Background: an optimization exercise with open tools, aiming at small area and a short achievable clock period. Do not read the settings as production practice. The RTL was checked by simulation tests, not by an equivalence proof against the original design. Power is estimated from default activity; no workload was simulated.

`flow/run.sh`:
```
#!/bin/bash
# synth_recipe.tcl (not shown) runs the flow's synth.tcl, then flattens the netlist and writes it again
# the make line also repeats each setting of config.mk as NAME=value (left out here)
make -C /OpenROAD-flow-scripts/flow DESIGN_CONFIG=/design/flow/config.mk WORK_HOME=/design/flow/orfs CLKGATE_MAP_FILE= SYNTH_SCRIPT=/design/flow/synth_recipe.tcl finish
```
`flow/constraint.sdc`:
```
create_clock -name core_clock -period 85.0 [get_ports {clk}]
set_input_delay 17.0000 -clock core_clock [delete_from_list [all_inputs] [get_ports {clk}]]
set_output_delay 17.0000 -clock core_clock [all_outputs]
set_load 0.01 [all_outputs]
```
`flow/config.mk`:
```
export PLATFORM = sky130hd
export DESIGN_NAME = parameterized_signed_alu
export DESIGN_NICKNAME = parameterized_signed_alu
export VERILOG_FILES = /design/flow/design.v
export SDC_FILE = /design/flow/constraint.sdc
export NUM_CORES = 4
export LEC_CHECK = 0
export CAP_MARGIN = 20
export CORE_MARGIN = 2
export CORE_UTILIZATION = 40
export SLEW_MARGIN = 20
```
`flow/design.v`:
```
module decoder(
input [1:0]alu_fn,
output arith_enable,cmp_enable,logic_enable,shift_enable
);
assign arith_enable = (alu_fn == 2'b00);
assign logic_enable = (alu_fn == 2'b01);
assign cmp_enable   = (alu_fn == 2'b10);
assign shift_enable = (alu_fn == 2'b11);
endmodule
module alu_fa (input a, input b, input c, output s, output co);
  assign s  = a ^ b ^ c;
  assign co = (a & b) | (a & c) | (b & c);
endmodule
module alu_ha (input a, input b, output s, output co);
  assign s  = a ^ b;
  assign co = a & b;
endmodule
module alu_addsub (
  input  [15:0] a,
  input  [15:0] b,
  input         sub,
  output [16:0] y,
  output        co
);
  wire [16:0] c;
  wire [15:0] bb = b ^ {16{sub}};
  assign c[0] = sub;
  genvar i;
  generate for (i = 0; i < 16; i = i + 1) begin : bt
    alu_fa u_fa (.a(a[i]), .b(bb[i]), .c(c[i]), .s(y[i]), .co(c[i+1]));
  end endgenerate
  assign y[16] = a[15] ^ bb[15] ^ c[16];
  assign co = c[16];
endmodule
module alu_abs (input [15:0] x, output [15:0] y);
  wire [15:0] lo;
  assign lo[0] = 1'b0;
  genvar i;
  generate for (i = 1; i < 16; i = i + 1) begin : pre
    assign lo[i] = lo[i-1] | x[i-1];
  end endgenerate
  assign y = x ^ ({16{x[15]}} & lo);
endmodule
module alu_udiv_rows #(parameter KHI = 15, parameter KLO = 0) (
  input  [15:0] rin,
  input  [15:0] a,
  input  [15:0] d,
  input  [16:0] nzab,
  output [15:0] q,
  output [15:0] rout
);
  wire [16*17-1:0] rr;
  assign rr[(KHI+1)*16 +: 16] = rin;
  genvar k, i;
  generate for (k = KHI; k >= KLO; k = k - 1) begin : row
    localparam W = 16 - k;
    wire [W:0] xx = {rr[(k+1)*16 +: W], a[k]};
    wire [W-1:0] x = xx[W-1:0];
    wire [W:0] c;
    wire [W-1:0] s;
    assign c[0] = 1'b1;
    for (i = 0; i < W; i = i + 1) begin : col
      alu_fa u_fa (.a(x[i]), .b(~d[i]), .c(c[i]), .s(s[i]), .co(c[i+1]));
    end
    assign q[k] = c[W] & ~nzab[W];
    wire [W-1:0] r = q[k] ? s : x;
    if (W < 16) begin : ext
      assign rr[k*16 +: 16] = {{(16-W){1'b0}}, r};
    end else begin : noext
      assign rr[k*16 +: 16] = r;
    end
  end endgenerate
  generate if (KHI < 15) begin : qh
    assign q[15:KHI+1] = 0;
  end endgenerate
  generate if (KLO > 0) begin : ql
    assign q[KLO-1:0] = 0;
  end endgenerate
  assign rout = rr[KLO*16 +: 16];
endmodule
module alu_nzab (input [15:0] d, output [16:0] nzab);
  assign nzab[16] = 1'b0;
  genvar w;
  generate for (w = 15; w >= 0; w = w - 1) begin : orw
    assign nzab[w] = nzab[w+1] | d[w];
  end endgenerate
endmodule
module alu_mul (
  input  [15:0] a,
  input  [15:0] b,
  output [31:0] p
);
  wire [16:0] bx = {b, 1'b0};
  wire [7:0] one, two, neg;
  wire [16:0] pp0;
  wire [16:0] pp1;
  wire [16:0] pp2;
  wire [16:0] pp3;
  wire [16:0] pp4;
  wire [16:0] pp5;
  wire [16:0] pp6;
  wire [16:0] pp7;
  genvar i, j;
  generate for (i = 0; i < 8; i = i + 1) begin : enc
    assign one[i] = bx[2*i+1] ^ bx[2*i];
    assign two[i] = (bx[2*i+2] & ~bx[2*i+1] & ~bx[2*i]) | (~bx[2*i+2] & bx[2*i+1] & bx[2*i]);
    assign neg[i] = bx[2*i+2];
  end endgenerate
  wire [16:0] ax = {a[15], a};
  wire [17:0] ax2 = {a[15], a, 1'b0};
  assign pp0 = ({17{one[0]}} & ax | {17{two[0]}} & ax2[16:0]) ^ {17{neg[0]}};
  assign pp1 = ({17{one[1]}} & ax | {17{two[1]}} & ax2[16:0]) ^ {17{neg[1]}};
  assign pp2 = ({17{one[2]}} & ax | {17{two[2]}} & ax2[16:0]) ^ {17{neg[2]}};
  assign pp3 = ({17{one[3]}} & ax | {17{two[3]}} & ax2[16:0]) ^ {17{neg[3]}};
  assign pp4 = ({17{one[4]}} & ax | {17{two[4]}} & ax2[16:0]) ^ {17{neg[4]}};
  assign pp5 = ({17{one[5]}} & ax | {17{two[5]}} & ax2[16:0]) ^ {17{neg[5]}};
  assign pp6 = ({17{one[6]}} & ax | {17{two[6]}} & ax2[16:0]) ^ {17{neg[6]}};
  assign pp7 = ({17{one[7]}} & ax | {17{two[7]}} & ax2[16:0]) ^ {17{neg[7]}};
  wire s1, c2;
  alu_ha u_s1 (.a(pp0[10]), .b(pp1[8]), .s(s1), .co(c2));
  wire s3, c4;
  alu_ha u_s3 (.a(pp0[11]), .b(pp1[9]), .s(s3), .co(c4));
  wire s5, c6;
  alu_fa u_s5 (.a(pp0[12]), .b(pp1[10]), .c(pp2[8]), .s(s5), .co(c6));
  wire s7, c8;
  alu_ha u_s7 (.a(pp3[6]), .b(pp4[4]), .s(s7), .co(c8));
  wire s9, c10;
  alu_fa u_s9 (.a(pp0[13]), .b(pp1[11]), .c(pp2[9]), .s(s9), .co(c10));
  wire s11, c12;
  alu_ha u_s11 (.a(pp3[7]), .b(pp4[5]), .s(s11), .co(c12));
  wire s13, c14;
  alu_fa u_s13 (.a(pp0[14]), .b(pp1[12]), .c(pp2[10]), .s(s13), .co(c14));
  wire s15, c16;
  alu_fa u_s15 (.a(pp3[8]), .b(pp4[6]), .c(pp5[4]), .s(s15), .co(c16));
  wire s17, c18;
  alu_ha u_s17 (.a(pp6[2]), .b(pp7[0]), .s(s17), .co(c18));
  wire s19, c20;
  alu_fa u_s19 (.a(pp0[15]), .b(pp1[13]), .c(pp2[11]), .s(s19), .co(c20));
  wire s21, c22;
  alu_fa u_s21 (.a(pp3[9]), .b(pp4[7]), .c(pp5[5]), .s(s21), .co(c22));
  wire s23, c24;
  alu_ha u_s23 (.a(pp6[3]), .b(pp7[1]), .s(s23), .co(c24));
  wire s25, c26;
  alu_fa u_s25 (.a(~pp0[16]), .b(pp1[14]), .c(pp2[12]), .s(s25), .co(c26));
  wire s27, c28;
  alu_fa u_s27 (.a(pp3[10]), .b(pp4[8]), .c(pp5[6]), .s(s27), .co(c28));
  wire s29, c30;
  alu_ha u_s29 (.a(pp6[4]), .b(~pp7[2]), .s(s29), .co(c30));
  wire s31, c32;
  alu_fa u_s31 (.a(pp1[15]), .b(pp2[13]), .c(pp3[11]), .s(s31), .co(c32));
  wire s33, c34;
  alu_fa u_s33 (.a(pp4[9]), .b(pp5[7]), .c(pp6[5]), .s(s33), .co(c34));
  wire s35, c36;
  alu_ha u_s35 (.a(pp7[3]), .b(~pp7[2]), .s(s35), .co(c36));
  wire s37, c38;
  alu_fa u_s37 (.a(~pp1[16]), .b(pp2[14]), .c(pp3[12]), .s(s37), .co(c38));
  wire s39, c40;
  alu_fa u_s39 (.a(pp4[10]), .b(pp5[8]), .c(pp6[6]), .s(s39), .co(c40));
  wire s41, c42;
  alu_ha u_s41 (.a(pp7[4]), .b(pp7[2]), .s(s41), .co(c42));
  wire s43, c44;
  alu_fa u_s43 (.a(pp2[15]), .b(pp3[13]), .c(pp4[11]), .s(s43), .co(c44));
  wire s45, c46;
  alu_ha u_s45 (.a(pp5[9]), .b(pp6[7]), .s(s45), .co(c46));
  wire s47, c48;
  alu_fa u_s47 (.a(~pp2[16]), .b(pp3[14]), .c(pp4[12]), .s(s47), .co(c48));
  wire s49, c50;
  alu_ha u_s49 (.a(pp5[10]), .b(pp6[8]), .s(s49), .co(c50));
  wire s51, c52;
  alu_ha u_s51 (.a(pp3[15]), .b(pp4[13]), .s(s51), .co(c52));
  wire s53, c54;
  alu_ha u_s53 (.a(~pp3[16]), .b(pp4[14]), .s(s53), .co(c54));
  wire s55, c56;
  alu_ha u_s55 (.a(pp0[6]), .b(pp1[4]), .s(s55), .co(c56));
  wire s57, c58;
  alu_ha u_s57 (.a(pp0[7]), .b(pp1[5]), .s(s57), .co(c58));
  wire s59, c60;
  alu_fa u_s59 (.a(pp0[8]), .b(pp1[6]), .c(pp2[4]), .s(s59), .co(c60));
  wire s61, c62;
  alu_ha u_s61 (.a(pp3[2]), .b(pp4[0]), .s(s61), .co(c62));
  wire s63, c64;
  alu_fa u_s63 (.a(pp0[9]), .b(pp1[7]), .c(pp2[5]), .s(s63), .co(c64));
  wire s65, c66;
  alu_ha u_s65 (.a(pp3[3]), .b(pp4[1]), .s(s65), .co(c66));
  wire s67, c68;
  alu_fa u_s67 (.a(s1), .b(pp2[6]), .c(pp3[4]), .s(s67), .co(c68));
  wire s69, c70;
  alu_fa u_s69 (.a(pp4[2]), .b(pp5[0]), .c(neg[5]), .s(s69), .co(c70));
  wire s71, c72;
  alu_fa u_s71 (.a(s3), .b(pp2[7]), .c(pp3[5]), .s(s71), .co(c72));
  wire s73, c74;
  alu_fa u_s73 (.a(pp4[3]), .b(pp5[1]), .c(c2), .s(s73), .co(c74));
  wire s75, c76;
  alu_fa u_s75 (.a(s5), .b(s7), .c(pp5[2]), .s(s75), .co(c76));
  wire s77, c78;
  alu_fa u_s77 (.a(pp6[0]), .b(neg[6]), .c(c4), .s(s77), .co(c78));
  wire s79, c80;
  alu_fa u_s79 (.a(s9), .b(s11), .c(pp5[3]), .s(s79), .co(c80));
  wire s81, c82;
  alu_fa u_s81 (.a(pp6[1]), .b(c6), .c(c8), .s(s81), .co(c82));
  wire s83, c84;
  alu_fa u_s83 (.a(s13), .b(s15), .c(s17), .s(s83), .co(c84));
  wire s85, c86;
  alu_fa u_s85 (.a(neg[7]), .b(c10), .c(c12), .s(s85), .co(c86));
  wire s87, c88;
  alu_fa u_s87 (.a(s19), .b(s21), .c(s23), .s(s87), .co(c88));
  wire s89, c90;
  alu_fa u_s89 (.a(c14), .b(c16), .c(c18), .s(s89), .co(c90));
  wire s91, c92;
  alu_fa u_s91 (.a(s25), .b(s27), .c(s29), .s(s91), .co(c92));
  wire s93, c94;
  alu_fa u_s93 (.a(c20), .b(c22), .c(c24), .s(s93), .co(c94));
  wire s95, c96;
  alu_fa u_s95 (.a(s31), .b(s33), .c(s35), .s(s95), .co(c96));
  wire s97, c98;
  alu_fa u_s97 (.a(c26), .b(c28), .c(c30), .s(s97), .co(c98));
  wire s99, c100;
  alu_fa u_s99 (.a(s37), .b(s39), .c(s41), .s(s99), .co(c100));
  wire s101, c102;
  alu_fa u_s101 (.a(c32), .b(c34), .c(c36), .s(s101), .co(c102));
  wire s103, c104;
  alu_fa u_s103 (.a(s43), .b(s45), .c(~pp7[5]), .s(s103), .co(c104));
  wire s105, c106;
  alu_fa u_s105 (.a(c38), .b(c40), .c(c42), .s(s105), .co(c106));
  wire s107, c108;
  alu_fa u_s107 (.a(s47), .b(s49), .c(pp7[6]), .s(s107), .co(c108));
  wire s109, c110;
  alu_fa u_s109 (.a(pp7[5]), .b(c44), .c(c46), .s(s109), .co(c110));
  wire s111, c112;
  alu_fa u_s111 (.a(s51), .b(pp5[11]), .c(pp6[9]), .s(s111), .co(c112));
  wire s113, c114;
  alu_fa u_s113 (.a(~pp7[7]), .b(c48), .c(c50), .s(s113), .co(c114));
  wire s115, c116;
  alu_fa u_s115 (.a(s53), .b(pp5[12]), .c(pp6[10]), .s(s115), .co(c116));
  wire s117, c118;
  alu_fa u_s117 (.a(pp7[8]), .b(pp7[7]), .c(c52), .s(s117), .co(c118));
  wire s119, c120;
  alu_fa u_s119 (.a(pp4[15]), .b(pp5[13]), .c(pp6[11]), .s(s119), .co(c120));
  wire s121, c122;
  alu_ha u_s121 (.a(~pp7[9]), .b(c54), .s(s121), .co(c122));
  wire s123, c124;
  alu_fa u_s123 (.a(~pp4[16]), .b(pp5[14]), .c(pp6[12]), .s(s123), .co(c124));
  wire s125, c126;
  alu_ha u_s125 (.a(pp7[10]), .b(pp7[9]), .s(s125), .co(c126));
  wire s127, c128;
  alu_ha u_s127 (.a(pp5[15]), .b(pp6[13]), .s(s127), .co(c128));
  wire s129, c130;
  alu_ha u_s129 (.a(~pp5[16]), .b(pp6[14]), .s(s129), .co(c130));
  wire s131, c132;
  alu_ha u_s131 (.a(pp0[4]), .b(pp1[2]), .s(s131), .co(c132));
  wire s133, c134;
  alu_ha u_s133 (.a(pp0[5]), .b(pp1[3]), .s(s133), .co(c134));
  wire s135, c136;
  alu_fa u_s135 (.a(s55), .b(pp2[2]), .c(pp3[0]), .s(s135), .co(c136));
  wire s137, c138;
  alu_fa u_s137 (.a(s57), .b(pp2[3]), .c(pp3[1]), .s(s137), .co(c138));
  wire s139, c140;
  alu_fa u_s139 (.a(s59), .b(s61), .c(neg[4]), .s(s139), .co(c140));
  wire s141, c142;
  alu_fa u_s141 (.a(s63), .b(s65), .c(c60), .s(s141), .co(c142));
  wire s143, c144;
  alu_fa u_s143 (.a(s67), .b(s69), .c(c64), .s(s143), .co(c144));
  wire s145, c146;
  alu_fa u_s145 (.a(s71), .b(s73), .c(c68), .s(s145), .co(c146));
  wire s147, c148;
  alu_fa u_s147 (.a(s75), .b(s77), .c(c72), .s(s147), .co(c148));
  wire s149, c150;
  alu_fa u_s149 (.a(s79), .b(s81), .c(c76), .s(s149), .co(c150));
  wire s151, c152;
  alu_fa u_s151 (.a(s83), .b(s85), .c(c80), .s(s151), .co(c152));
  wire s153, c154;
  alu_fa u_s153 (.a(s87), .b(s89), .c(c84), .s(s153), .co(c154));
  wire s155, c156;
  alu_fa u_s155 (.a(s91), .b(s93), .c(c88), .s(s155), .co(c156));
  wire s157, c158;
  alu_fa u_s157 (.a(s95), .b(s97), .c(c92), .s(s157), .co(c158));
  wire s159, c160;
  alu_fa u_s159 (.a(s99), .b(s101), .c(c96), .s(s159), .co(c160));
  wire s161, c162;
  alu_fa u_s161 (.a(s103), .b(s105), .c(c100), .s(s161), .co(c162));
  wire s163, c164;
  alu_fa u_s163 (.a(s107), .b(s109), .c(c104), .s(s163), .co(c164));
  wire s165, c166;
  alu_fa u_s165 (.a(s111), .b(s113), .c(c108), .s(s165), .co(c166));
  wire s167, c168;
  alu_fa u_s167 (.a(s115), .b(s117), .c(c112), .s(s167), .co(c168));
  wire s169, c170;
  alu_fa u_s169 (.a(s119), .b(s121), .c(c116), .s(s169), .co(c170));
  wire s171, c172;
  alu_fa u_s171 (.a(s123), .b(s125), .c(c120), .s(s171), .co(c172));
  wire s173, c174;
  alu_fa u_s173 (.a(s127), .b(~pp7[11]), .c(c124), .s(s173), .co(c174));
  wire s175, c176;
  alu_fa u_s175 (.a(s129), .b(pp7[12]), .c(pp7[11]), .s(s175), .co(c176));
  wire s177, c178;
  alu_ha u_s177 (.a(pp6[15]), .b(~pp7[13]), .s(s177), .co(c178));
  wire s179, c180;
  alu_ha u_s179 (.a(~pp6[16]), .b(pp7[14]), .s(s179), .co(c180));
  wire s181, c182;
  alu_ha u_s181 (.a(pp0[2]), .b(pp1[0]), .s(s181), .co(c182));
  wire s183, c184;
  alu_ha u_s183 (.a(pp0[3]), .b(pp1[1]), .s(s183), .co(c184));
  wire s185, c186;
  alu_fa u_s185 (.a(s131), .b(pp2[0]), .c(neg[2]), .s(s185), .co(c186));
  wire s187, c188;
  alu_fa u_s187 (.a(s133), .b(pp2[1]), .c(c132), .s(s187), .co(c188));
  wire s189, c190;
  alu_fa u_s189 (.a(s135), .b(neg[3]), .c(c134), .s(s189), .co(c190));
  wire s191, c192;
  alu_fa u_s191 (.a(s137), .b(c56), .c(c136), .s(s191), .co(c192));
  wire s193, c194;
  alu_fa u_s193 (.a(s139), .b(c58), .c(c138), .s(s193), .co(c194));
  wire s195, c196;
  alu_fa u_s195 (.a(s141), .b(c62), .c(c140), .s(s195), .co(c196));
  wire s197, c198;
  alu_fa u_s197 (.a(s143), .b(c66), .c(c142), .s(s197), .co(c198));
  wire s199, c200;
  alu_fa u_s199 (.a(s145), .b(c70), .c(c144), .s(s199), .co(c200));
  wire s201, c202;
  alu_fa u_s201 (.a(s147), .b(c74), .c(c146), .s(s201), .co(c202));
  wire s203, c204;
  alu_fa u_s203 (.a(s149), .b(c78), .c(c148), .s(s203), .co(c204));
  wire s205, c206;
  alu_fa u_s205 (.a(s151), .b(c82), .c(c150), .s(s205), .co(c206));
  wire s207, c208;
  alu_fa u_s207 (.a(s153), .b(c86), .c(c152), .s(s207), .co(c208));
  wire s209, c210;
  alu_fa u_s209 (.a(s155), .b(c90), .c(c154), .s(s209), .co(c210));
  wire s211, c212;
  alu_fa u_s211 (.a(s157), .b(c94), .c(c156), .s(s211), .co(c212));
  wire s213, c214;
  alu_fa u_s213 (.a(s159), .b(c98), .c(c158), .s(s213), .co(c214));
  wire s215, c216;
  alu_fa u_s215 (.a(s161), .b(c102), .c(c160), .s(s215), .co(c216));
  wire s217, c218;
  alu_fa u_s217 (.a(s163), .b(c106), .c(c162), .s(s217), .co(c218));
  wire s219, c220;
  alu_fa u_s219 (.a(s165), .b(c110), .c(c164), .s(s219), .co(c220));
  wire s221, c222;
  alu_fa u_s221 (.a(s167), .b(c114), .c(c166), .s(s221), .co(c222));
  wire s223, c224;
  alu_fa u_s223 (.a(s169), .b(c118), .c(c168), .s(s223), .co(c224));
  wire s225, c226;
  alu_fa u_s225 (.a(s171), .b(c122), .c(c170), .s(s225), .co(c226));
  wire s227, c228;
  alu_fa u_s227 (.a(s173), .b(c126), .c(c172), .s(s227), .co(c228));
  wire s229, c230;
  alu_fa u_s229 (.a(s175), .b(c128), .c(c174), .s(s229), .co(c230));
  wire s231, c232;
  alu_fa u_s231 (.a(s177), .b(c130), .c(c176), .s(s231), .co(c232));
  wire s233, c234;
  alu_fa u_s233 (.a(s179), .b(pp7[13]), .c(c178), .s(s233), .co(c234));
  wire s235, c236;
  alu_ha u_s235 (.a(~pp7[15]), .b(c180), .s(s235), .co(c236));
  wire s237, c238;
  alu_ha u_s237 (.a(~pp7[16]), .b(pp7[15]), .s(s237), .co(c238));
  wire s239, c240;
  alu_ha u_s239 (.a(pp0[0]), .b(neg[0]), .s(s239), .co(c240));
  wire s241, c242;
  alu_ha u_s241 (.a(pp0[1]), .b(c240), .s(s241), .co(c242));
  wire s243, c244;
  alu_fa u_s243 (.a(s181), .b(neg[1]), .c(c242), .s(s243), .co(c244));
  wire s245, c246;
  alu_fa u_s245 (.a(s183), .b(c182), .c(c244), .s(s245), .co(c246));
  wire s247, c248;
  alu_fa u_s247 (.a(s185), .b(c184), .c(c246), .s(s247), .co(c248));
  wire s249, c250;
  alu_fa u_s249 (.a(s187), .b(c186), .c(c248), .s(s249), .co(c250));
  wire s251, c252;
  alu_fa u_s251 (.a(s189), .b(c188), .c(c250), .s(s251), .co(c252));
  wire s253, c254;
  alu_fa u_s253 (.a(s191), .b(c190), .c(c252), .s(s253), .co(c254));
  wire s255, c256;
  alu_fa u_s255 (.a(s193), .b(c192), .c(c254), .s(s255), .co(c256));
  wire s257, c258;
  alu_fa u_s257 (.a(s195), .b(c194), .c(c256), .s(s257), .co(c258));
  wire s259, c260;
  alu_fa u_s259 (.a(s197), .b(c196), .c(c258), .s(s259), .co(c260));
  wire s261, c262;
  alu_fa u_s261 (.a(s199), .b(c198), .c(c260), .s(s261), .co(c262));
  wire s263, c264;
  alu_fa u_s263 (.a(s201), .b(c200), .c(c262), .s(s263), .co(c264));
  wire s265, c266;
  alu_fa u_s265 (.a(s203), .b(c202), .c(c264), .s(s265), .co(c266));
  wire s267, c268;
  alu_fa u_s267 (.a(s205), .b(c204), .c(c266), .s(s267), .co(c268));
  wire s269, c270;
  alu_fa u_s269 (.a(s207), .b(c206), .c(c268), .s(s269), .co(c270));
  wire s271, c272;
  alu_fa u_s271 (.a(s209), .b(c208), .c(c270), .s(s271), .co(c272));
  wire s273, c274;
  alu_fa u_s273 (.a(s211), .b(c210), .c(c272), .s(s273), .co(c274));
  wire s275, c276;
  alu_fa u_s275 (.a(s213), .b(c212), .c(c274), .s(s275), .co(c276));
  wire s277, c278;
  alu_fa u_s277 (.a(s215), .b(c214), .c(c276), .s(s277), .co(c278));
  wire s279, c280;
  alu_fa u_s279 (.a(s217), .b(c216), .c(c278), .s(s279), .co(c280));
  wire s281, c282;
  alu_fa u_s281 (.a(s219), .b(c218), .c(c280), .s(s281), .co(c282));
  wire s283, c284;
  alu_fa u_s283 (.a(s221), .b(c220), .c(c282), .s(s283), .co(c284));
  wire s285, c286;
  alu_fa u_s285 (.a(s223), .b(c222), .c(c284), .s(s285), .co(c286));
  wire s287, c288;
  alu_fa u_s287 (.a(s225), .b(c224), .c(c286), .s(s287), .co(c288));
  wire s289, c290;
  alu_fa u_s289 (.a(s227), .b(c226), .c(c288), .s(s289), .co(c290));
  wire s291, c292;
  alu_fa u_s291 (.a(s229), .b(c228), .c(c290), .s(s291), .co(c292));
  wire s293, c294;
  alu_fa u_s293 (.a(s231), .b(c230), .c(c292), .s(s293), .co(c294));
  wire s295, c296;
  alu_fa u_s295 (.a(s233), .b(c232), .c(c294), .s(s295), .co(c296));
  wire s297, c298;
  alu_fa u_s297 (.a(s235), .b(c234), .c(c296), .s(s297), .co(c298));
  wire s299, c300;
  alu_fa u_s299 (.a(s237), .b(c236), .c(c298), .s(s299), .co(c300));
  assign p = {(1'b1 ^ c238 ^ c300), s299, s297, s295, s293, s291, s289, s287, s285, s283, s281, s279, s277, s275, s273, s271, s269, s267, s265, s263, s261, s259, s257, s255, s253, s251, s249, s247, s245, s243, s241, s239};
endmodule
module logic_unit(
input [15:0] A,B,
input [1:0] alu_fn,
output [15:0] y
);
wire [15:0] t = alu_fn[0] ? (A | B) : (A & B);
assign y = t ^ {16{alu_fn[1]}};
endmodule
module cmp_unit(
input ge, diff_zero,
input [1:0] alu_fn,
output [1:0] y
);
wire eq = diff_zero;
wire gt = ge & ~diff_zero;
wire lt = ~ge;
assign y = (alu_fn == 2'b01) ? {1'b0, eq} :
           (alu_fn == 2'b10) ? {gt, 1'b0} :
           (alu_fn == 2'b11) ? {lt, lt}   : 2'b00;
endmodule
module shift_unit(
input [15:0] A,B,
input [1:0] alu_fn,
output [15:0] y
);
wire [15:0] x = alu_fn[1] ? B : A;
assign y = alu_fn[0] ? {x[14:0], 1'b0} : {1'b0, x[15:1]};
endmodule
module parameterized_signed_alu #(parameter in_data_width=16,out_data_width=16,arith_out_data_width=32)(
input signed [in_data_width-1:0]A,B,
input clk,rst,
input [3:0]alu_fn,
output shift_flag,arith_flag,logic_flag,cmp_flag,carry_out,
output [out_data_width-1:0]shift_out,logic_out,cmp_out,
output signed[arith_out_data_width-1:0] arith_out
);
localparam K0 = 5;               
localparam RW = 16 - K0;         
localparam DSW = 1 + 16 + RW + RW + K0;    
localparam WW = (DSW > 32) ? DSW : 32;
wire arith_en, logic_en, cmp_en, shift_en;
decoder dut4(.alu_fn(alu_fn[3:2]), .arith_enable(arith_en), .cmp_enable(cmp_en),
             .logic_enable(logic_en), .shift_enable(shift_en));
wire [16:0] sum;
wire ge;
alu_addsub u_add(.a(A), .b(B), .sub(alu_fn[0] | alu_fn[3]), .y(sum), .co(ge));
wire [31:0] prod;
alu_mul u_mul(.a(A), .b(B), .p(prod));
wire [15:0] ua, ub;
alu_abs u_absa(.x(A), .y(ua));
alu_abs u_absb(.x(B), .y(ub));
wire [16:0] nzab1;
alu_nzab u_nz1(.d(ub), .nzab(nzab1));
wire b_nz = nzab1[0];
wire [15:0] q1, r1;
alu_udiv_rows #(.KHI(15), .KLO(K0)) u_div1(.rin(16'd0), .a(ua), .d(ub), .nzab(nzab1),
                                          .q(q1), .rout(r1));
wire [DSW-1:0] ds = {A[15] ^ B[15], ub, r1[RW-1:0], q1[15:K0], ua[K0-1:0]};
wire [15:0] lres, sres;
wire [1:0]  cres;
logic_unit dut1(.A(A), .B(B), .alu_fn(alu_fn[1:0]), .y(lres));
shift_unit dut3(.A(A), .B(B), .alu_fn(alu_fn[1:0]), .y(sres));
cmp_unit   dut2(.ge(ge), .diff_zero(sum[15:0] == 16'd0), .alu_fn(alu_fn[1:0]), .y(cres));
reg [31:0] aval;
always @(*) begin
    case (alu_fn[1:0])
        2'b00, 2'b01: aval = {{15{sum[16]}}, sum};
        2'b10:        aval = prod;
        default:      aval = ds[31:0] & {32{b_nz}};
    endcase
end
wire [15:0] olo = alu_fn[3] ? {sres[15:2], (alu_fn[2] ? sres[1:0] : cres)}
                            : (alu_fn[2] ? lres : aval[15:0]);
wire [WW-1:0] w_d;
generate if (WW > 32) begin : wx
    assign w_d = {ds[WW-1:32], aval[31:16], olo};
end else begin : wn
    assign w_d = {aval[31:16], olo};
end endgenerate
wire div_sel = arith_en & (alu_fn[1:0] == 2'b11) & b_nz;
reg [WW-1:0] w;
reg f_an, f_div, f_logic, f_cmp, f_shift;
always @(posedge clk) w <= w_d;
always @(posedge clk, negedge rst) begin
    if (!rst) begin
        f_an <= 1'b0; f_div <= 1'b0; f_logic <= 1'b0; f_cmp <= 1'b0; f_shift <= 1'b0;
    end else begin
        f_an    <= arith_en & ~div_sel;
        f_div   <= div_sel;
        f_logic <= logic_en;
        f_cmp   <= cmp_en;
        f_shift <= shift_en;
    end
end
wire [DSW-1:0] dr = w[DSW-1:0];
wire        d_sgn = dr[DSW-1];
wire [15:0] d_d   = dr[DSW-2 -: 16];
wire [RW-1:0] d_r = dr[2*RW+K0-1 -: RW];
wire [RW-1:0] d_q = dr[RW+K0-1 -: RW];
wire [K0-1:0] d_a = dr[K0-1:0];
wire [16:0] nzab2;
alu_nzab u_nz2(.d(d_d), .nzab(nzab2));
wire [15:0] q2, r2;
alu_udiv_rows #(.KHI(K0-1), .KLO(0)) u_div2(.rin({{(16-RW){1'b0}}, d_r}), .a({{(16-K0){1'b0}}, d_a}),
                                           .d(d_d), .nzab(nzab2), .q(q2), .rout(r2));
wire [15:0] quo = {d_q, q2[K0-1:0]};
wire [15:0] qlo;
assign qlo[0] = 1'b0;
genvar gi;
generate for (gi = 1; gi < 16; gi = gi + 1) begin : neg
    assign qlo[gi] = qlo[gi-1] | quo[gi-1];
end endgenerate
wire [15:0] dq = quo ^ ({16{d_sgn}} & qlo);
wire dneg = d_sgn & (qlo[15] | quo[15]);
wire [31:0] divres = {{16{dneg}}, dq};
assign arith_out = ({32{f_an}} & w[31:0]) | ({32{f_div}} & divres);
assign carry_out = arith_out[16];
assign arith_flag = f_an | f_div;
assign logic_flag = f_logic;
assign cmp_flag = f_cmp;
assign shift_flag = f_shift;
assign logic_out = {16{f_logic}} & w[15:0];
assign shift_out = {16{f_shift}} & w[15:0];
assign cmp_out = {14'd0, {2{f_cmp}} & w[1:0]};
endmodule
```
==> summary.md, run 1 <==
| Metric | Value |
|---|---|
| Outcome | complete, no violations |
| LEAKAGE | about 7.7 nW |
| Final Util | 0.438 |
| Predominant post-synthesis flop cell | dfxtp_1 |
| Slowest stage delay, CP | between 0.6 and 0.7 ns |
| Gr ovfl total | 0 |
| Post-synth EDFFs | 0 |
| Vias in the first global route | ~17k |
| Num rows | 76 |
| Clock root buffer | clkbuf_16 |
| Post-synth cell types | around 100 |
| Post-synth ARST share | 0.102 |
| Fin area | approximately 19000 sq um |
| Number of remaining DRC errors | 0 |
| Htree depth | 2 |
| Final worst-path cycle share | 0.564 |
| Final setup viols | 0 |
| Combinational share of power | 0.896 |
| Wirelength, routed | approximately 64000 microns |
| Yosys reg bits | 49 |
| 1st-pass router iterations | 8 |
| Final Hold Viols | 0 |
| Critical path buffers and inverters | 4 |
| FMAX | between 20 and 25 MHz |
| Clock period minus worst slack | 47.95 ns |
| Crit Path Class | in -> reg |
| Maxcap violations | 0 |
| Post-layout nets | around 2.6k |
| Max-slew headroom | 0.341 |
| CP dominant cell by count | fa_1 |
| Die width | 214 microns |
| Vias per inst | 6.10 |
| Post-route insts no fill | ~2.8k |
| Top-area cell type share of the netlist area | 0.268 |
| Largest net degree at the start of global routing | 78 |
| Worst Path Required | approximately 85 ns |
| Worst-path fanout max | 45 |
| Reg power frac | 0.069 |
| Core Area | between 40000 and 50000 sq um |
| Post-CTS sizing | 0 |
| DR WL/cell | approximately 23 microns |
| Hold-fix buffers, CTS | 0 |
| Synth warn | 1 |
| Detailed Place HPWL | approximately 48000 microns |
| DR vias | roughly 17k |
| Total track usage | 0.283 |
| Placed Instance Area | about 19000 sq um |
| Unrepaired setup endpoints after global routing | no |
| I/O Buffers | between 100 and 150 |
| Chip Height | between 200 and 250 microns |
| Psw | approximately 350 uW |
| Boundary Pins | between 100 and 150 |
| FILL cells | approximately 4.4k |
| Clock buffer depth | 2 |
| Cell taking the most area after synthesis | fa_1 |
| CTS tree | built |
| Initial Utilization | 0.407 |
| Ranking of synthesized cells by area | fa_1 27%, dfxtp_1 5.0%, inv_1 4.8% |
| Mapped Area | ~18000 sq um |
| Largest delay contributor family on the critical path | adder cells |
| Final Slew Violations | 0 |
| CP Launch Type | primary input |
| Dpl cells | between 2k and 3k |
| Setup tns final | 0 ns |
| Postcts setup bufs | 0 |
| Worst setup EP type | flip-flop |
| CTS buffer count | 5 |
| Average cell area after synthesis | ~7.6 sq um |
| Layout area overhead | 7.60% |
| Crit path DAT | ~48 ns |
| Clock share of power | 0.035 |
| Peak VDD IR | 0.0363 mV |
| Tightest Hold Check Type | in -> async |
| Final ANT Viol Nets | 0 |
| Crit-path slowest cell | or4_1 |
| Pint | 250 uW |
| First-pass GRT wire length | between 90000 and 100000 microns |
| Clk slew on worst S/H paths | roughly 0.07 ns |
| Detailed Route Iter0 Violations | 1722 |
| CTS Sinks | between 40 and 50 |
| Share of cells above drive strength 1 | 0.0687 |
| Diode count | 0 |
| Die area | around 46000 sq um |
| Pwr per Cell Area | ~32 nW/um^2 |
| Post-synthesis sequential area ratio | 0.0571 |
| Final Wtd Congestion | approximately 0.9 |
| Worst Tran Pin Value | approximately 0.99 ns |
| Cells after Synth | about 2.3k |
| Initial antenna violation count | 2 |
| Sw Share | 0.584 |
==> final timing paths <==
kind                       depth (start not counted)  endpoint  startpoint
max in group asynchronous                          1     f_div         rst
setup / recovery                                  94     w[23]        B[3]
min in group core_clock                            2     w[38]       B[11]
hold / removal                                     1     f_cmp         rst
==> state kept, by name (all words and copies together), names as in the netlist <==
signal,cells
f_div,1
f_shift,1
f_logic,1
f_cmp,1
w,44
f_an,1
==> per-layer routing <==
layer / part of all wire / track usage
met5: 0.00020 / 0
met4: 0.047 / 0.118
met3: 0.072 / 0.0305
met2: 0.48 / 0.477
met1: 0.40 / 0.371
==> metrics by stage <==
step	setup slack, ns	hold WS [ns]	power, mW
final	37.05	16.96	0.601
after global routing	35.37	16.95	0.649
after CTS	37.15	16.96	0.590
after detailed placement	36.84	17.27	0.567
after global placement	37.50	17.27	0.561
after floorplan	39.92	16.70	0.360
==> power groups by stage <==
stage	Combinational (mW)	Clock, mW	Sequential, mW
after global routing	0.584	0.0220	0.0425
after floorplan	0.323	0	0.0364
after global placement	0.519	0	0.0420
final	0.538	0.0209	0.0416
after detailed placement	0.525	0	0.0420
after CTS	0.528	0.0210	0.0414
==> layout by cell type, fill, tap and decap left out, drive strengths merged, types with 62 or more instances in the layout <==
cell           synthesis  routed
xnor2                 62      62
o22ai                 80      80
inv                  225     227
nand2                178     178
a21oi                160     160
fa                   236     236
clkdlybuf4s50          0      95
o21ai                162     162
buf                   76      76
nor2                 221     221
a22oi                 63      63
==> cell usage after synthesis, drive strengths merged (24+ instances only) <==
| library cell | count |
|---|---|
| nand3 | 28 |
| a21oi | 160 |
| o21ai | 162 |
| o22ai | 80 |
| clkbuf | 180 |
| and2 | 56 |
| nor2 | 221 |
| xor2 | 30 |
| nand2 | 178 |
| xnor2 | 62 |
| buf | 76 |
| fa | 236 |
| mux2i | 34 |
| a211oi | 36 |
| ha | 51 |
| dfxtp | 44 |
| o31ai | 24 |
| inv | 225 |
| a221oi | 51 |
| a22oi | 63 |
==> kinds of logic after synthesis <==
logic type,count (synthesis),synth area share
AOI/OAI and AO/OA,702,0.264
xor gates and xnor gates,92,0.0468
adders and majority gates,307,0.316
buffers and inverters,488,0.112
DFF,49,0.0571
muxes,61,0.0425
other,1,0.000213
and+or+nand+nor,605,0.161
==> layout make-up <==
type / instances / area [sq um] / area share
Inverter: 232 / 871 / 0.0459
Tap cell: 585 / 732 / 0.0386
Clock inverter: 3 / 28.8 / 0.00152
Sequential cell: 49 / 1010 / 0.0531
Timing Repair Buffer: 171 / 1490 / 0.0785
Clock buffer: 5 / 125 / 0.00660
Multi-Input combinational cell: 1781 / 14700 / 0.776
==> inputs of run 2 (changes only) <==
--- a/flow/design.v
+++ b/flow/design.v
@@ -16,11 +16,43 @@
   assign co = a & b;
 endmodule
-module alu_addsub (
-  input  [15:0] a,
-  input  [15:0] b,
-  input         sub,
-  output [16:0] y,
-  output        co
-);
+module alu_benc (input b2, input b1, input b0, output one, output two, output neg);
+  assign one = b1 ^ b0;
+  assign two = (b2 & ~b1 & ~b0) | (~b2 & b1 & b0);
+  assign neg = b2;
+endmodule
+module alu_bsel (input one, input two, input neg, input a, input ap, output p);
+  assign p = ((one & a) | (two & ap)) ^ neg;
+endmodule
+module alu_dpe (input x, input d, output h, output g);
+  assign h = ~(x ^ d);
+  assign g = x & ~d;
+endmodule
+module alu_dpo (input x, input d, output t, output gn);
+  assign t  = x ^ d;
+  assign gn = ~x | d;
+endmodule
+module alu_dce (input h, input c, input g, output cn);
+  assign cn = ~((h & c) | g);
+endmodule
+module alu_dco (input t, input cn, input gn, output c);
+  assign c = ~((t | cn) & gn);
+endmodule
+module alu_dsm (input p, input c, input x, input q, output r);
+  assign r = q ? (p ^ c) : x;
+endmodule
+module alu_db0 (input x, input d, input q, output cn, output r);
+  assign cn = ~x & d;
+  assign r  = x ^ (q & d);
+endmodule
+module alu_db0c (input x, input d, output cn);
+  assign cn = ~x & d;
+endmodule
+module alu_dqt (input c, input nz, output q);
+  assign q = c & ~nz;
+endmodule
+module alu_dqn (input cn, input nz, output q);
+  assign q = ~(cn | nz);
+endmodule
+module alu_addsub (input [15:0] a, input [15:0] b, input sub, output [16:0] y, output co);
   wire [16:0] c;
   wire [15:0] bb = b ^ {16{sub}};
@@ -42,41 +74,4 @@
   assign y = x ^ ({16{x[15]}} & lo);
 endmodule
-module alu_udiv_rows #(parameter KHI = 15, parameter KLO = 0) (
-  input  [15:0] rin,
-  input  [15:0] a,
-  input  [15:0] d,
-  input  [16:0] nzab,
-  output [15:0] q,
-  output [15:0] rout
-);
-  wire [16*17-1:0] rr;
-  assign rr[(KHI+1)*16 +: 16] = rin;
-  genvar k, i;
-  generate for (k = KHI; k >= KLO; k = k - 1) begin : row
-    localparam W = 16 - k;
-    wire [W:0] xx = {rr[(k+1)*16 +: W], a[k]};
-    wire [W-1:0] x = xx[W-1:0];
-    wire [W:0] c;
-    wire [W-1:0] s;
-    assign c[0] = 1'b1;
-    for (i = 0; i < W; i = i + 1) begin : col
-      alu_fa u_fa (.a(x[i]), .b(~d[i]), .c(c[i]), .s(s[i]), .co(c[i+1]));
-    end
-    assign q[k] = c[W] & ~nzab[W];
-    wire [W-1:0] r = q[k] ? s : x;
-    if (W < 16) begin : ext
-      assign rr[k*16 +: 16] = {{(16-W){1'b0}}, r};
-    end else begin : noext
-      assign rr[k*16 +: 16] = r;
-    end
-  end endgenerate
-  generate if (KHI < 15) begin : qh
-    assign q[15:KHI+1] = 0;
-  end endgenerate
-  generate if (KLO > 0) begin : ql
-    assign q[KLO-1:0] = 0;
-  end endgenerate
-  assign rout = rr[KLO*16 +: 16];
-endmodule
 module alu_nzab (input [15:0] d, output [16:0] nzab);
   assign nzab[16] = 1'b0;
@@ -86,35 +81,70 @@
   end endgenerate
 endmodule
-module alu_mul (
-  input  [15:0] a,
-  input  [15:0] b,
-  output [31:0] p
-);
+module alu_qfix (input [15:0] q, input neg, output [31:0] y);
+  wire [16:0] lo;
+  assign lo[1] = 1'b0;
+  genvar i;
+  generate for (i = 2; i < 17; i = i + 1) begin : pre
+    assign lo[i] = lo[i-1] | q[i-1];
+  end endgenerate
+  assign y[0] = q[0];
+  generate for (i = 1; i < 16; i = i + 1) begin : fx
+    alu_qbit u_b (.q(q[i]), .q0(q[0]), .lo(lo[i]), .neg(neg), .y(y[i]));
+  end endgenerate
+  wire hi = neg & (q[0] | lo[16]);
+  assign y[31:16] = {16{hi}};
+endmodule
+module alu_qbit (input q, input q0, input lo, input neg, output y);
+  assign y = q ^ (neg & (q0 | lo));
+endmodule
+module alu_mul (input [15:0] a, input [15:0] b, output [31:0] p);
   wire [16:0] bx = {b, 1'b0};
   wire [7:0] one, two, neg;
   wire [16:0] pp0;
+  wire ppn0 = ~pp0[16];
   wire [16:0] pp1;
+  wire ppn1 = ~pp1[16];
   wire [16:0] pp2;
+  wire ppn2 = ~pp2[16];
   wire [16:0] pp3;
+  wire ppn3 = ~pp3[16];
   wire [16:0] pp4;
+  wire ppn4 = ~pp4[16];
   wire [16:0] pp5;
+  wire ppn5 = ~pp5[16];
   wire [16:0] pp6;
+  wire ppn6 = ~pp6[16];
   wire [16:0] pp7;
-  genvar i, j;
-  generate for (i = 0; i < 8; i = i + 1) begin : enc
-    assign one[i] = bx[2*i+1] ^ bx[2*i];
-    assign two[i] = (bx[2*i+2] & ~bx[2*i+1] & ~bx[2*i]) | (~bx[2*i+2] & bx[2*i+1] & bx[2*i]);
-    assign neg[i] = bx[2*i+2];
-  end endgenerate
+  wire ppn7 = ~pp7[16];
   wire [16:0] ax = {a[15], a};
   wire [17:0] ax2 = {a[15], a, 1'b0};
-  assign pp0 = ({17{one[0]}} & ax | {17{two[0]}} & ax2[16:0]) ^ {17{neg[0]}};
-  assign pp1 = ({17{one[1]}} & ax | {17{two[1]}} & ax2[16:0]) ^ {17{neg[1]}};
-  assign pp2 = ({17{one[2]}} & ax | {17{two[2]}} & ax2[16:0]) ^ {17{neg[2]}};
-  assign pp3 = ({17{one[3]}} & ax | {17{two[3]}} & ax2[16:0]) ^ {17{neg[3]}};
-  assign pp4 = ({17{one[4]}} & ax | {17{two[4]}} & ax2[16:0]) ^ {17{neg[4]}};
-  assign pp5 = ({17{one[5]}} & ax | {17{two[5]}} & ax2[16:0]) ^ {17{neg[5]}};
-  assign pp6 = ({17{one[6]}} & ax | {17{two[6]}} & ax2[16:0]) ^ {17{neg[6]}};
-  assign pp7 = ({17{one[7]}} & ax | {17{two[7]}} & ax2[16:0]) ^ {17{neg[7]}};
+  genvar i, j;
+  generate for (i = 0; i < 8; i = i + 1) begin : row
+    alu_benc u_enc (.b2(bx[2*i+2]), .b1(bx[2*i+1]), .b0(bx[2*i]), .one(one[i]), .two(two[i]), .neg(neg[i]));
+  end endgenerate
+  generate for (j = 0; j < 17; j = j + 1) begin : sel0
+    alu_bsel u_sel (.one(one[0]), .two(two[0]), .neg(neg[0]), .a(ax[j]), .ap(ax2[j]), .p(pp0[j]));
+  end endgenerate
+  generate for (j = 0; j < 17; j = j + 1) begin : sel1
+    alu_bsel u_sel (.one(one[1]), .two(two[1]), .neg(neg[1]), .a(ax[j]), .ap(ax2[j]), .p(pp1[j]));
+  end endgenerate
+  generate for (j = 0; j < 17; j = j + 1) begin : sel2
+    alu_bsel u_sel (.one(one[2]), .two(two[2]), .neg(neg[2]), .a(ax[j]), .ap(ax2[j]), .p(pp2[j]));
+  end endgenerate
+  generate for (j = 0; j < 17; j = j + 1) begin : sel3
+    alu_bsel u_sel (.one(one[3]), .two(two[3]), .neg(neg[3]), .a(ax[j]), .ap(ax2[j]), .p(pp3[j]));
+  end endgenerate
+  generate for (j = 0; j < 17; j = j + 1) begin : sel4
+    alu_bsel u_sel (.one(one[4]), .two(two[4]), .neg(neg[4]), .a(ax[j]), .ap(ax2[j]), .p(pp4[j]));
+  end endgenerate
+  generate for (j = 0; j < 17; j = j + 1) begin : sel5
+    alu_bsel u_sel (.one(one[5]), .two(two[5]), .neg(neg[5]), .a(ax[j]), .ap(ax2[j]), .p(pp5[j]));
+  end endgenerate
+  generate for (j = 0; j < 17; j = j + 1) begin : sel6
+    alu_bsel u_sel (.one(one[6]), .two(two[6]), .neg(neg[6]), .a(ax[j]), .ap(ax2[j]), .p(pp6[j]));
+  end endgenerate
+  generate for (j = 0; j < 17; j = j + 1) begin : sel7
+    alu_bsel u_sel (.one(one[7]), .two(two[7]), .neg(neg[7]), .a(ax[j]), .ap(ax2[j]), .p(pp7[j]));
+  end endgenerate
   wire s1, c2;
   alu_ha u_s1 (.a(pp0[10]), .b(pp1[8]), .s(s1), .co(c2));
@@ -142,5 +172,5 @@
   alu_ha u_s23 (.a(pp6[3]), .b(pp7[1]), .s(s23), .co(c24));
   wire s25, c26;
-  alu_fa u_s25 (.a(~pp0[16]), .b(pp1[14]), .c(pp2[12]), .s(s25), .co(c26));
+  alu_fa u_s25 (.a(ppn0), .b(pp1[14]), .c(pp2[12]), .s(s25), .co(c26));
   wire s27, c28;
   alu_fa u_s27 (.a(pp3[10]), .b(pp4[8]), .c(pp5[6]), .s(s27), .co(c28));
@@ -154,5 +184,5 @@
   alu_ha u_s35 (.a(pp7[3]), .b(~pp7[2]), .s(s35), .co(c36));
   wire s37, c38;
-  alu_fa u_s37 (.a(~pp1[16]), .b(pp2[14]), .c(pp3[12]), .s(s37), .co(c38));
+  alu_fa u_s37 (.a(ppn1), .b(pp2[14]), .c(pp3[12]), .s(s37), .co(c38));
   wire s39, c40;
   alu_fa u_s39 (.a(pp4[10]), .b(pp5[8]), .c(pp6[6]), .s(s39), .co(c40));
@@ -164,5 +194,5 @@
   alu_ha u_s45 (.a(pp5[9]), .b(pp6[7]), .s(s45), .co(c46));
   wire s47, c48;
-  alu_fa u_s47 (.a(~pp2[16]), .b(pp3[14]), .c(pp4[12]), .s(s47), .co(c48));
+  alu_fa u_s47 (.a(ppn2), .b(pp3[14]), .c(pp4[12]), .s(s47), .co(c48));
   wire s49, c50;
   alu_ha u_s49 (.a(pp5[10]), .b(pp6[8]), .s(s49), .co(c50));
@@ -170,5 +200,5 @@
   alu_ha u_s51 (.a(pp3[15]), .b(pp4[13]), .s(s51), .co(c52));
   wire s53, c54;
-  alu_ha u_s53 (.a(~pp3[16]), .b(pp4[14]), .s(s53), .co(c54));
+  alu_ha u_s53 (.a(ppn3), .b(pp4[14]), .s(s53), .co(c54));
   wire s55, c56;
   alu_ha u_s55 (.a(pp0[6]), .b(pp1[4]), .s(s55), .co(c56));
@@ -240,5 +270,5 @@
   alu_ha u_s121 (.a(~pp7[9]), .b(c54), .s(s121), .co(c122));
   wire s123, c124;
-  alu_fa u_s123 (.a(~pp4[16]), .b(pp5[14]), .c(pp6[12]), .s(s123), .co(c124));
+  alu_fa u_s123 (.a(ppn4), .b(pp5[14]), .c(pp6[12]), .s(s123), .co(c124));
   wire s125, c126;
   alu_ha u_s125 (.a(pp7[10]), .b(pp7[9]), .s(s125), .co(c126));
@@ -246,5 +276,5 @@
   alu_ha u_s127 (.a(pp5[15]), .b(pp6[13]), .s(s127), .co(c128));
   wire s129, c130;
-  alu_ha u_s129 (.a(~pp5[16]), .b(pp6[14]), .s(s129), .co(c130));
+  alu_ha u_s129 (.a(ppn5), .b(pp6[14]), .s(s129), .co(c130));
   wire s131, c132;
   alu_ha u_s131 (.a(pp0[4]), .b(pp1[2]), .s(s131), .co(c132));
@@ -296,5 +326,5 @@
   alu_ha u_s177 (.a(pp6[15]), .b(~pp7[13]), .s(s177), .co(c178));
   wire s179, c180;
-  alu_ha u_s179 (.a(~pp6[16]), .b(pp7[14]), .s(s179), .co(c180));
+  alu_ha u_s179 (.a(ppn6), .b(pp7[14]), .s(s179), .co(c180));
   wire s181, c182;
   alu_ha u_s181 (.a(pp0[2]), .b(pp1[0]), .s(s181), .co(c182));
@@ -354,5 +384,5 @@
   alu_ha u_s235 (.a(~pp7[15]), .b(c180), .s(s235), .co(c236));
   wire s237, c238;
-  alu_ha u_s237 (.a(~pp7[16]), .b(pp7[15]), .s(s237), .co(c238));
+  alu_ha u_s237 (.a(ppn7), .b(pp7[15]), .s(s237), .co(c238));
   wire s239, c240;
   alu_ha u_s239 (.a(pp0[0]), .b(neg[0]), .s(s239), .co(c240));
@@ -419,4 +449,103 @@
   assign p = {(1'b1 ^ c238 ^ c300), s299, s297, s295, s293, s291, s289, s287, s285, s283, s281, s279, s277, s275, s273, s271, s269, s267, s265, s263, s261, s259, s257, s255, s253, s251, s249, s247, s245, s243, s241, s239};
 endmodule
+module alu_div_hi (
+  input  [15:0] a,
+  input  [15:0] d,
+  input  [16:0] nzab,
+  output [15:6] q,
+  output [9:0] rout
+);
+  wire [15:0] nd = ~d;
+  wire [0:0] x15 = {a[15]};
+  wire [1:0] c15;
+  assign c15[0] = 1'b1;
+  assign c15[1:1] = (x15 & nd[0:0]) | ((x15 | nd[0:0]) & c15[0:0]);
+  assign q[15] = c15[1] & ~nzab[1];
+  wire [1:0] x14 = {x15 ^ ({1{q[15]}} & (nd[0:0] ^ c15[0:0])), a[14]};
+  wire [2:0] c14;
+  assign c14[0] = 1'b1;
+  assign c14[2:1] = (x14 & nd[1:0]) | ((x14 | nd[1:0]) & c14[1:0]);
+  assign q[14] = c14[2] & ~nzab[2];
+  wire [2:0] x13 = {x14 ^ ({2{q[14]}} & (nd[1:0] ^ c14[1:0])), a[13]};
+  wire [3:0] c13;
+  assign c13[0] = 1'b1;
+  assign c13[3:1] = (x13 & nd[2:0]) | ((x13 | nd[2:0]) & c13[2:0]);
+  assign q[13] = c13[3] & ~nzab[3];
+  wire [3:0] x12 = {x13 ^ ({3{q[13]}} & (nd[2:0] ^ c13[2:0])), a[12]};
+  wire [4:0] c12;
+  assign c12[0] = 1'b1;
+  assign c12[4:1] = (x12 & nd[3:0]) | ((x12 | nd[3:0]) & c12[3:0]);
+  assign q[12] = c12[4] & ~nzab[4];
+  wire [4:0] x11 = {x12 ^ ({4{q[12]}} & (nd[3:0] ^ c12[3:0])), a[11]};
+  wire [5:0] c11;
+  assign c11[0] = 1'b1;
+  assign c11[5:1] = (x11 & nd[4:0]) | ((x11 | nd[4:0]) & c11[4:0]);
+  assign q[11] = c11[5] & ~nzab[5];
+  wire [5:0] x10 = {x11 ^ ({5{q[11]}} & (nd[4:0] ^ c11[4:0])), a[10]};
+  wire [6:0] c10;
+  assign c10[0] = 1'b1;
+  assign c10[6:1] = (x10 & nd[5:0]) | ((x10 | nd[5:0]) & c10[5:0]);
+  assign q[10] = c10[6] & ~nzab[6];
+  wire [6:0] x9 = {x10 ^ ({6{q[10]}} & (nd[5:0] ^ c10[5:0])), a[9]};
+  wire [7:0] c9;
+  assign c9[0] = 1'b1;
+  assign c9[7:1] = (x9 & nd[6:0]) | ((x9 | nd[6:0]) & c9[6:0]);
+  assign q[9] = c9[7] & ~nzab[7];
+  wire [7:0] x8 = {x9 ^ ({7{q[9]}} & (nd[6:0] ^ c9[6:0])), a[8]};
+  wire [8:0] c8;
+  assign c8[0] = 1'b1;
+  assign c8[8:1] = (x8 & nd[7:0]) | ((x8 | nd[7:0]) & c8[7:0]);
+  assign q[8] = c8[8] & ~nzab[8];
+  wire [8:0] x7 = {x8 ^ ({8{q[8]}} & (nd[7:0] ^ c8[7:0])), a[7]};
+  wire [9:0] c7;
+  assign c7[0] = 1'b1;
+  assign c7[9:1] = (x7 & nd[8:0]) | ((x7 | nd[8:0]) & c7[8:0]);
+  assign q[7] = c7[9] & ~nzab[9];
+  wire [9:0] x6 = {x7 ^ ({9{q[7]}} & (nd[8:0] ^ c7[8:0])), a[6]};
+  wire [10:0] c6;
+  assign c6[0] = 1'b1;
+  assign c6[10:1] = (x6 & nd[9:0]) | ((x6 | nd[9:0]) & c6[9:0]);
+  assign q[6] = c6[10] & ~nzab[10];
+  assign rout = x6 ^ ({10{q[6]}} & (nd[9:0] ^ c6[9:0]));
+endmodule
+module alu_div_lo (
+  input  [9:0] rin,
+  input  [15:0] a,
+  input  [15:0] d,
+  input  [16:0] nzab,
+  output [5:0] q
+);
+  wire [15:0] nd = ~d;
+  wire [10:0] x5 = {rin, a[5]};
+  wire [11:0] c5;
+  assign c5[0] = 1'b1;
+  assign c5[11:1] = (x5 & nd[10:0]) | ((x5 | nd[10:0]) & c5[10:0]);
+  assign q[5] = c5[11] & ~nzab[11];
+  wire [11:0] x4 = {x5 ^ ({11{q[5]}} & (nd[10:0] ^ c5[10:0])), a[4]};
+  wire [12:0] c4;
+  assign c4[0] = 1'b1;
+  assign c4[12:1] = (x4 & nd[11:0]) | ((x4 | nd[11:0]) & c4[11:0]);
+  assign q[4] = c4[12] & ~nzab[12];
+  wire [12:0] x3 = {x4 ^ ({12{q[4]}} & (nd[11:0] ^ c4[11:0])), a[3]};
+  wire [13:0] c3;
+  assign c3[0] = 1'b1;
+  assign c3[13:1] = (x3 & nd[12:0]) | ((x3 | nd[12:0]) & c3[12:0]);
+  assign q[3] = c3[13] & ~nzab[13];
+  wire [13:0] x2 = {x3 ^ ({13{q[3]}} & (nd[12:0] ^ c3[12:0])), a[2]};
+  wire [14:0] c2;
+  assign c2[0] = 1'b1;
+  assign c2[14:1] = (x2 & nd[13:0]) | ((x2 | nd[13:0]) & c2[13:0]);
+  assign q[2] = c2[14] & ~nzab[14];
+  wire [14:0] x1 = {x2 ^ ({14{q[2]}} & (nd[13:0] ^ c2[13:0])), a[1]};
+  wire [15:0] c1;
+  assign c1[0] = 1'b1;
+  assign c1[15:1] = (x1 & nd[14:0]) | ((x1 | nd[14:0]) & c1[14:0]);
+  assign q[1] = c1[15] & ~nzab[15];
+  wire [15:0] x0 = {x1 ^ ({15{q[1]}} & (nd[14:0] ^ c1[14:0])), a[0]};
+  wire [16:0] c0;
+  assign c0[0] = 1'b1;
+  assign c0[16:1] = (x0 & nd[15:0]) | ((x0 | nd[15:0]) & c0[15:0]);
+  assign q[0] = c0[16] & ~nzab[16];
+endmodule
 module logic_unit(
 input [15:0] A,B,
@@ -455,5 +584,5 @@
 output signed[arith_out_data_width-1:0] arith_out
 );
-localparam K0 = 5;               
+localparam K0 = 6;               
 localparam RW = 16 - K0;         
 localparam DSW = 1 + 16 + RW + RW + K0;    
@@ -473,8 +602,8 @@
 alu_nzab u_nz1(.d(ub), .nzab(nzab1));
 wire b_nz = nzab1[0];
-wire [15:0] q1, r1;
-alu_udiv_rows #(.KHI(15), .KLO(K0)) u_div1(.rin(16'd0), .a(ua), .d(ub), .nzab(nzab1),
-                                          .q(q1), .rout(r1));
-wire [DSW-1:0] ds = {A[15] ^ B[15], ub, r1[RW-1:0], q1[15:K0], ua[K0-1:0]};
+wire [15:K0] q1;
+wire [RW-1:0] r1;
+alu_div_hi u_div1(.a(ua), .d(ub), .nzab(nzab1), .q(q1), .rout(r1));
+wire [DSW-1:0] ds = {A[15] ^ B[15], ub, r1, q1, ua[K0-1:0]};
 wire [15:0] lres, sres;
 wire [1:0]  cres;
@@ -521,17 +650,8 @@
 wire [16:0] nzab2;
 alu_nzab u_nz2(.d(d_d), .nzab(nzab2));
-wire [15:0] q2, r2;
-alu_udiv_rows #(.KHI(K0-1), .KLO(0)) u_div2(.rin({{(16-RW){1'b0}}, d_r}), .a({{(16-K0){1'b0}}, d_a}),
-                                           .d(d_d), .nzab(nzab2), .q(q2), .rout(r2));
-wire [15:0] quo = {d_q, q2[K0-1:0]};
-wire [15:0] qlo;
-assign qlo[0] = 1'b0;
-genvar gi;
-generate for (gi = 1; gi < 16; gi = gi + 1) begin : neg
-    assign qlo[gi] = qlo[gi-1] | quo[gi-1];
-end endgenerate
-wire [15:0] dq = quo ^ ({16{d_sgn}} & qlo);
-wire dneg = d_sgn & (qlo[15] | quo[15]);
-wire [31:0] divres = {{16{dneg}}, dq};
+wire [K0-1:0] q2;
+alu_div_lo u_div2(.rin(d_r), .a({{(16-K0){1'b0}}, d_a}), .d(d_d), .nzab(nzab2), .q(q2));
+wire [31:0] divres;
+alu_qfix u_fix(.q({d_q, q2}), .neg(d_sgn), .y(divres));
 assign arith_out = ({32{f_an}} & w[31:0]) | ({32{f_div}} & divres);
 assign carry_out = arith_out[16];
--- a/flow/config.mk
+++ b/flow/config.mk
@@ -6,4 +6,5 @@
 export NUM_CORES = 4
 export LEC_CHECK = 0
+export ABC_AREA = 1
 export CAP_MARGIN = 20
 export CORE_MARGIN = 2
==> run 2 against run 1 <==
  * Wire length down 7.2%
  * Power up 11%
  * Sequential power up 7.7%
  * Die area down 4.3%
  * Setup slack better by 16 ns
  * First-iteration DRC count down 4.9%
  * Critical path type unchanged
==> summary.md, run 2 <==
| Metric | Value |
|---|---|
| Unrepaired setup endpoints after global routing | no |
| Initial antenna violation count | 1 |
| Clock buffer depth | 2 |
| Peak VDD IR | 0.0949 mV |
| Share of cells above drive strength 1 | 0.0677 |
| Cells after Synth | around 2.8k |
| Clock root buffer | clkbuf_16 |
| Wirelength, routed | between 50000 and 60000 microns |
| Crit-path slowest cell | clkdlybuf4s50_1 |
| I/O Buffers | 108 |
| Ranking of synthesized cells by area | nand2_1 17%, fa_1 16%, xor2_1 13% |
| Vias in the first global route | around 17k |
| Worst-path fanout max | 15 |
| Die area | roughly 44000 sq um |
| Outcome | complete, no violations |
| PnR Total Power | 665 uW |
| Mapped Area | about 17000 sq um |
| Final Wtd Congestion | between 1 and 1.5 |
| 1st-pass router iterations | 7 |
| Total track usage | 0.271 |
| Worst setup EP type | flip-flop |
| Placed Instance Area | around 18000 sq um |
| Predominant post-synthesis flop cell | dfxtp_1 |
| Worst Tran Pin Value | about 1.1 ns |
| Crit path DAT | roughly 32 ns |
| Top-area cell type share of the netlist area | 0.174 |
| Reg with most FFs | w |
| Average cell area after synthesis | slightly above 6 sq um |
| Post-synth ARST share | 0.104 |
| Top-count cell post-synth | nand2_1 |
| Synth warn | 1 |
| Chip Height | roughly 210 microns |
| Num rows | 75 |
| WL met3 | about 3600 microns |
| Post-layout nets | 2951 |
| Gr ovfl total | 0 |
| Most frequent cells in the layout | 781 x nand2_1, 430 x inv_1, 279 x nand3_1 |
| Layout area overhead | 8.35% |
| Final worst-path cycle share | 0.373 |
| Crit Path Class | in -> reg |
| Post-synth cell types | 59 |
| Maxcap violations | 0 |
| Boundary Pins | between 100 and 150 |
| Cell taking the most area after synthesis | nand2_1 |
| Final Hold Viols | 0 |
| CTS Sinks | 48 |
| CTS buffer count | 5 |
| Diode count | 0 |
| Tightest Hold Check Type | in -> async |
| Final ANT Viol Nets | 0 |
| Yosys reg bits | 48 |
| Postcts setup bufs | 0 |
| Setup tns final | 0 ns |
| First-pass GRT wire length | 94800 microns |
| Pwr per Cell Area | 36.4 nW/um^2 |
| DR vias | 17.7k |
| Fin area | around 18000 sq um |
| Detailed Place HPWL | ~46000 microns |
| Met1 Wirelength | 24800 microns |
| Slowest stage delay, CP | around 1.1 ns |
| Initial Utilization | 0.404 |
| Clock period minus worst slack | ~32 ns |
| Die width | 209 microns |
| FILL cells | 4515 |
| Number of remaining DRC errors | 0 |
| LEAKAGE | approximately 9.6 nW |
| Worst Path Required | 85.13 ns |
| Detailed Route Iter0 Violations | about 1.6k |
| CP dominant cell by count | fa_1 |
| Hold-fix buffers, CTS | 0 |
| CTS tree | built |
| Core Area | around 42000 sq um |
| FMAX | approximately 32 MHz |
| Post-synthesis sequential area ratio | 0.0585 |
| Post-CTS sizing | 0 |
| Final setup viols | 0 |
| Routed wl met2 | ~28000 microns |
| Commonest non-fill, non-tap cell in the layout | nand2_1 |
| CP Launch Type | primary input |
| Post-synth EDFFs | 0 |
| Final Slew Violations | 0 |
| Clk slew on worst S/H paths | ~0.07 ns |
| DR WL/cell | 18.2 microns |
| Htree depth | 2 |
| Max-slew headroom | 0.274 |
| Vias per inst | about 5.4 |
| Max Used Layer | met5 |
| Largest net degree at the start of global routing | 68 |
| Max reg flops | 43 |
| Most instantiated cells after synthesis | 781 x nand2_1, 430 x inv_1, 279 x nand3_1, 243 x xor2_1, 132 x fa_1 |
==> run 2: cell count changes in the layout (fill, tap and decap cells not counted), sizes merged, moves of 103 or more <==
cell | previous run | this run
a21oi | 160 | 48
inv | 227 | 458
fa | 236 | 132
nand3 | 28 | 304
xor2 | 30 | 247
nand2 | 178 | 848
nor2 | 221 | 118
==> run 2: cell type report <==
type / count / area [sq um] / share of cell area
timing repair buffer: 137 / 1290 / 0.0708
tap: 539 / 674 / 0.0369
clock buffer: 5 / 125 / 0.00685
sequential: 48 / 987 / 0.0541
multi-input combinational: 2081 / 13300 / 0.730
clock inverter: 3 / 68.8 / 0.00377
inverter: 473 / 1780 / 0.0974
==> run 2: per-layer routing <==
layer | global-route usage | vias up
met5 | 0 | -
met2 | 0.472 | 683
met3 | 0.0266 | 188
met1 | 0.343 | 8305
met4 | 0.117 | 2
li1 | - | 8557
==> run 2: worst max-delay path, delay by kind of cell <==
family | cells | cell delay [ns]
AO/OA/AOI/OAI | 3 | 1.05
XOR/XNOR | 2 | 0.35
buffers and inverters | 6 | 2.15
adder cells (fa/ha/maj) | 28 | 11.25
==> run 2: path summary, 6_finish.rpt <==
kind / from / end / slack, ns / cells after the start
worst max-delay path: B[3] / w[31] / 53.29 / 39
worst min-delay path: rst / f_cmp / 16.93 / 1
max in group asynchronous: rst / f_an / 67.85 / 1
min in group core_clock: alu_fn[1] / w[14] / 17.54 / 5
==> run 2: where the power goes <==
part / switching [mW] / total, mW / leakage [nW] / internal, mW
Sequential: 0.0156 / 0.0448 / 0.426 / 0.0292
Combinational: 0.380 / 0.594 / 9.06 / 0.214
Clock: 0.00878 / 0.0257 / 0.0944 / 0.0170
==> run 2: per-stage QoR <==
step,util,setup slack [ns],hold WS [ns],std cells
after floorplan,-,55.21,16.70,2764
after global placement,0.433,53.05,17.25,3278
after detailed placement,0.433,52.84,17.25,3278
after CTS,0.437,53.11,16.93,3286
after global routing,0.437,52.21,16.95,3286
final,0.437,53.29,16.93,3286
==> run 2: kinds of logic after synthesis <==
group,share of synthesized area
other cells,0.000222
fa+ha+maj,0.183
buf+inv,0.154
xor+xnor,0.136
mux,0.00119
flops,0.0585
compound gates,0.110
simple gates,0.357

-- afterwards: timing with drivers on the ports --
In the flow no input, the clock included, has a driving cell. The finished layouts below were timed again as built, in two steps.
Step 1 sets driving cells, clkbuf_16 on the clock port and buf_2 on the other inputs (assumed; they add their load-dependent delay and slew).
Step 2 times the ports against the registers' clock, not the clock port: input delays grow and output delays shrink by t, the midpoint of the rising clock arrivals with the driver on.
a / b / c = ideal ports / drivers / drivers and shift; a / b = the first two.
run	t (ns)	setup WS [ns]	hold slack, ns	worst setup path after step 2	worst slew at a driven data input, ns
run 1	0.339	37.052 / 37.074 / 36.735	16.957 / 16.947 / 17.286	input to register	0.04
run 2	0.332	53.289 / 53.308 / 52.976	16.932 / 16.954 / 17.286	input to register	0.06
After both steps setup and hold are still met in every run listed. For run 1, which loses most, drivers alone change the setup slack by +0.022 ns; drivers and shift together by -0.317 ns.
